Context: an optimization exercise on an open-source flow, tuned for small area. The choices shown serve that exercise and are no tape-out recipe. Function was checked by simulation only, so behaviour that the tests miss may differ from the original. The clock port is modelled as an ideal driver; clocking choices that lean on that would not hold on a real chip. No activity file was given, so power comes from the tool's default toggle rates.

// freq_meter_top
module freq_meter_top (
    input  wire        clk,         
    input  wire        rst_n,       
    input  wire        sig_in,      
    input  wire        sig_ref,     
    output wire [15:0] freq_cnt,    
    output wire [15:0] ref_cnt,     
    output wire [15:0] high_cnt,    
    output wire [15:0] low_cnt,     
    output wire [15:0] phase_cnt    
    );
For scale: ~480 cells after synthesis, ~160 flip-flops.
export LEC_CHECK = 0
export CAP_MARGIN = 20
export CORE_MARGIN = 2
export CORE_UTILIZATION = 60
export PLACE_DENSITY = 0.7
export SLEW_MARGIN = 20
create_clock -name core_clock -period 5.0 [get_ports {clk}]
standard.sh (not shown) runs the stock make flow with config.mk's settings and CLKGATE_MAP_FILE= SYNTH_SCRIPT=/design/flow/synth_recipe.tcl, a recipe that flattens the netlist after the stock synthesis.
==> flow/flow/run.sh <==
#!/bin/bash
# The standard layout (standard.sh) with these changes:
#  - synthesis maps the logic with an area-oriented ABC script (synth.tcl,
#    area.abc) and without ORFS's adder cells; registers are unchanged;
#  - the port buffers are the smallest buffer cell;
#  - clock tree synthesis uses clkbuf_4 leaf buffers under a clkbuf_8 root,
#    without dummy loads; post_cts.tcl then upsizes to clkbuf_8 each leaf
#    buffer whose flip-flops would see a slow clock edge.
# The make output goes to standard.log here; ORFS's own per-step logs are
# under orfs/logs/.
set -euo pipefail
F="$(pwd)/flow"
export AREA_ABC_SCRIPT="$F/area.abc"
export BUFFER_PORTS_ARGS="-buffer_cell sky130_fd_sc_hd__buf_1"
export CTS_ARGS="-sink_clustering_enable -repair_clock_nets -dont_use_dummy_load -buf_list sky130_fd_sc_hd__clkbuf_4 -root_buf sky130_fd_sc_hd__clkbuf_8"
export POST_CTS_TCL="$F/post_cts.tcl"
bash standard.sh SYNTH_SCRIPT="$F/synth.tcl" ADDER_MAP_FILE= finish > standard.log 2>&1
==> flow/flow/area.abc <==
strash
&get -n
&st
&syn2
&dch -f
&nf -R 1000
&st
&syn2
&dch -f
&nf -R 1000
&st
&syn2
&dch -f
&nf -R 1000
&put
==> flow/flow/post_cts.tcl <==
# Upsize the clock tree's leaf buffers (clkbuf_4) whose flip-flops would see
# a slow clock edge, then legalise the placement again.
estimate_parasitics -placement
set upsized 0
foreach inst [get_cells clkbuf_*] {
  if { [get_property $inst ref_name] ne "sky130_fd_sc_hd__clkbuf_4" } { continue }
  set out [get_pins -of_objects $inst -filter "direction == output"]
  set worst 0
  foreach p [get_pins -of_objects [get_nets -of_objects $out] -filter "direction == input"] {
    set v [get_property $p slew_max]
    if { $v > $worst } { set worst $v }
  }
  if { $worst > 0.105 } {
    replace_cell $inst sky130_fd_sc_hd__clkbuf_8
    incr upsized
  }
}
puts "post_cts.tcl: upsized $upsized leaf clock buffers"
if { $upsized > 0 } {
  detailed_placement
  estimate_parasitics -placement
}
==> flow/flow/synth.tcl <==
# The standard flow's synthesis script (synth_recipe.tcl), except that ABC maps the logic
# with the area-oriented script in AREA_ABC_SCRIPT instead of ORFS's speed
# script. The registers come out as in the standard synthesis.
proc synth {args} { yosys synth -nofsm -noshare {*}$args }
proc abc {args} {
  set i [lsearch -exact $args -script]
  if { $i >= 0 } { lset args [expr { $i + 1 }] $::env(AREA_ABC_SCRIPT) }
  yosys abc {*}$args
}
source $::env(SCRIPTS_DIR)/synth.tcl
# left out here: clear keep_hierarchy, flatten, clean up, hide names made inside functions, write 1_2_yosys.v
==> next run, changes <==
--- a/flow/flow/post_cts.tcl
+++ b/flow/flow/post_cts.tcl
@@ -11,5 +11,5 @@
     if { $v > $worst } { set worst $v }
   }
-  if { $worst > 0.105 } {
+  if { $worst > 0.095 } {
     replace_cell $inst sky130_fd_sc_hd__clkbuf_8
     incr upsized
The changed run produced a clean layout.
Maximum frequency is about the same.
First-iteration DRC count goes down by 27%.
Utilization goes up by 0.20 points.
Power goes up by 1.5%.
Sequential cell count stays the same.
Wire length barely changes.
Setup slack gets worse by 0.010 ns.
Global-route usage stays flat.
Clock-buffer cell count is unchanged.

========
## lane 1
The RTL this note starts from:
==> flow/design.v <==
module freq_meter_top (
    input  wire        clk,         
    input  wire        rst_n,       
    input  wire        sig_in,      
    input  wire        sig_ref,     
    output wire [15:0] freq_cnt,    
    output wire [15:0] ref_cnt,     
    output wire [15:0] high_cnt,    
    output wire [15:0] low_cnt,     
    output wire [15:0] phase_cnt    
    );
    localparam W = 15, TAP = 6;
    localparam [W-1:0] START = 15'd19488, TC_VAL = 15'd9744, TC_MASK = 15'd30717;
    localparam [15:0] WIN = 16'd50000;   
    reg [W-1:0] lf;
    reg ph;                              
    reg gate, win;
    wire tc = ((lf ^ TC_VAL) & TC_MASK) == {W{1'b0}};
    always @(posedge clk or negedge rst_n) begin
        if (!rst_n) begin
            lf <= START;
            ph <= 1'b0;
            gate <= 1'b0;
            win <= 1'b0;
        end else begin
            lf <= {lf[W-2:0], ~(lf[W-1] ^ lf[TAP]) ^ tc};
            ph <= ~ph;
            gate <= gate ^ tc;
            win <= win ^ (tc & gate);
        end
    end
    reg s0, s1, t0, t1;
    always @(posedge clk or negedge rst_n) begin
        if (!rst_n) begin
            s0 <= 1'b0; s1 <= 1'b0; t0 <= 1'b0; t1 <= 1'b0;
        end else begin
            s0 <= sig_in; s1 <= s0; t0 <= sig_ref; t1 <= t0;
        end
    end
    wire s_rise = s0 & ~s1;
    wire r_rise = t0 & ~t1;
    localparam [4:0] N_START = 5'b01100;
    reg rg;
    reg [4:0] n;
    reg [15:0] fcnt, rcnt, fbuf, rbuf;
    wire fcap = ({n[4:2], n[0]} == 4'b1100);     
    wire fclr = ~rg & n[4] & n[3] & n[1];        
    always @(posedge clk or negedge rst_n) begin
        if (!rst_n) begin
            rg <= 1'b0;
            n <= 5'b11111;
            fbuf <= 16'd0;
            rbuf <= 16'd0;
        end else begin
            if (s_rise) rg <= gate;
            n <= rg ? N_START : {n[3:0], ~(n[4] ^ n[2]) | (&n[3:0])};
            if (fcap) begin
                fbuf <= fcnt;
                rbuf <= rcnt;
            end
        end
    end
    always @(posedge clk) begin
        fcnt <= (fcnt & {16{~fclr}}) + (rg & s_rise);
        rcnt <= (rcnt & {16{~fclr}}) + (rg & ~ph);
    end
    reg w0, w1, valid, flag;
    reg [15:0] hcnt, pcnt, hbuf, pbuf;
    wire dcap = w1 & ~w0;
    wire dclr = ~win & ~w0;
    always @(posedge clk or negedge rst_n) begin
        if (!rst_n) begin
            w0 <= 1'b0;
            w1 <= 1'b0;
            valid <= 1'b0;
            flag <= 1'b0;
            hbuf <= 16'd0;
            pbuf <= 16'd0;
        end else begin
            w0 <= win;
            w1 <= w0;
            if (dcap) valid <= 1'b1;
            if (s_rise) flag <= 1'b1;
            else if (r_rise) flag <= 1'b0;
            if (dcap) begin
                hbuf <= hcnt;
                pbuf <= pcnt;
            end
        end
    end
    always @(posedge clk) begin
        hcnt <= (hcnt & {16{~dclr}}) + (win & s1);
        pcnt <= (pcnt & {16{~dclr}}) + (win & flag);
    end
    assign freq_cnt  = fbuf;
    assign ref_cnt   = rbuf;
    assign high_cnt  = hbuf;
    assign low_cnt   = valid ? WIN - hbuf : 16'd0;
    assign phase_cnt = pbuf;
endmodule
Settings: LEC_CHECK=0, CAP_MARGIN=20, CORE_MARGIN=2, CORE_UTILIZATION=60, PLACE_DENSITY=0.7, SLEW_MARGIN=20; clock period 5.0 ns.
==> flow/flow/post_cts.tcl <==
# Upsize the clock tree's leaf buffers (clkbuf_4) whose flip-flops would see
# a slow clock edge, then legalise the placement again.
estimate_parasitics -placement
set upsized 0
foreach inst [get_cells clkbuf_*] {
  if { [get_property $inst ref_name] ne "sky130_fd_sc_hd__clkbuf_4" } { continue }
  set out [get_pins -of_objects $inst -filter "direction == output"]
  set worst 0
  foreach p [get_pins -of_objects [get_nets -of_objects $out] -filter "direction == input"] {
    set v [get_property $p slew_max]
    if { $v > $worst } { set worst $v }
  }
  if { $worst > 0.095 } {
    replace_cell $inst sky130_fd_sc_hd__clkbuf_8
    incr upsized
  }
}
puts "post_cts.tcl: upsized $upsized leaf clock buffers"
if { $upsized > 0 } {
  detailed_placement
  estimate_parasitics -placement
}
Scripts as last shown in full above: flow/flow/run.sh, flow/flow/area.abc, flow/flow/synth.tcl
Having completed the whole flow, lane 1 delivered a layout that passed the timing, DRC and antenna checks.
### lane 1 -> lane 2
==> flow/flow/run.sh <==
#!/bin/bash
# The standard layout (standard.sh) with these changes:
#  - synthesis maps the logic with an area-oriented ABC script (synth.tcl,
#    area.abc) and without ORFS's adder cells; registers are unchanged;
#  - the port buffers are the smallest buffer cell;
#  - clock tree synthesis uses clkbuf_8 and no dummy loads.
# The make output goes to standard.log here; ORFS's own per-step logs are
# under orfs/logs/.
set -euo pipefail
F="$(pwd)/flow"
export AREA_ABC_SCRIPT="$F/area.abc"
export BUFFER_PORTS_ARGS="-buffer_cell sky130_fd_sc_hd__buf_1"
export CTS_ARGS="-sink_clustering_enable -repair_clock_nets -dont_use_dummy_load -buf_list sky130_fd_sc_hd__clkbuf_8"
bash standard.sh SYNTH_SCRIPT="$F/synth.tcl" ADDER_MAP_FILE= finish > standard.log 2>&1
==> flow/flow/area.abc <==
strash
&get -n
&st
&syn2
&dch -f
&nf -R 1000
&st
&syn2
&dch -f
&nf -R 1000
&put
removed: flow/flow/post_cts.tcl
### Flow results
- Relative to lane 1, lane 2 degrades area after synthesis.
- | overall fraction of global-route tracks in use | lower: lane 2 |
- Lane 1 → lane 2: fmax essentially unchanged, overall die width essentially unchanged, cell area increased 66 sq um, register-to-register path setup slack increased 0.04 ns, power increased 2.3%.
- Via density per instance was higher in lane 2 than in lane 1.
- Pin count of the biggest net entering global routing: higher on lane 2
- In terms of fraction of the cycle the final worst path needs, lane 2 and lane 1 differ only marginally.
> inputs changed (lane 2 -> lane 3)
--- a/flow/flow/run.sh
+++ b/flow/flow/run.sh
@@ -12,3 +12,3 @@
 export BUFFER_PORTS_ARGS="-buffer_cell sky130_fd_sc_hd__buf_1"
-export CTS_ARGS="-sink_clustering_enable -repair_clock_nets -dont_use_dummy_load -buf_list sky130_fd_sc_hd__clkbuf_8"
+export CTS_ARGS="-sink_clustering_enable -repair_clock_nets -dont_use_dummy_load -buf_list sky130_fd_sc_hd__clkbuf_4 -root_buf sky130_fd_sc_hd__clkbuf_8 -tree_buf sky130_fd_sc_hd__clkbuf_8 -sink_clustering_size 8"
 bash standard.sh SYNTH_SCRIPT="$F/synth.tcl" ADDER_MAP_FILE= finish > standard.log 2>&1
Effective utilization at floorplan came out exactly the same in lane 3 and lane 2.
Diff lane 2 -> lane 3: register-to-register slack was more or less identical, simple-gate portion of the synthesized area was more or less identical, static leakage power was more or less identical, post-layout minimum cycle time was more or less identical, internal power consumption was more or less identical.
[compare] base=lane 2 new=lane 3: part of the Yosys area used for sequential elements held steady; total clock buffers created by CTS flat.
Lane 2 -> lane 3: post-synthesis register bit count delta 0, exact match
[compare] base=lane 2 new=lane 3: wire length flat, fraction of the core area covered by cells at the end of the flow roughly the same.

re-timing with driven ports:
Ports are ideal in the flow. The routed layouts listed here were re-timed in OpenROAD.
Step 1 (the two cells are an assumption about what drives the block):
set clk [get_ports {clk}]
set_driving_cell -lib_cell sky130_fd_sc_hd__clkbuf_16 $clk
set_driving_cell -lib_cell sky130_fd_sc_hd__buf_2 [delete_from_list [all_inputs] $clk]
Step 2 adds t to the input delays and takes it off the output delays; t is the mean of the earliest and latest rising clock arrival at the registers after step 1. Input paths then give back, and output paths get back, about the clock's delay inside the block.
Slacks: ideal ports / drivers / drivers and shift; pairs: ideal ports / drivers.
run | t (ns) | slack for setup (ns) | worst register clock-pin slew, ns
the first run of note 1 | 0.434 | 0.252 / 0.217 / 0.651 | 0.10 / 0.10
the second run of note 1 | 0.438 | 0.241 / 0.207 / 0.645 | 0.09 / 0.09
lane 1 | 0.451 | 0.277 / 0.246 / 0.697 | 0.09 / 0.09
lane 2 | 0.452 | 0.278 / 0.245 / 0.696 | 0.09 / 0.09
lane 3 | 0.452 | 0.278 / 0.245 / 0.696 | 0.09 / 0.09
After both steps setup and hold are still met in every run listed.
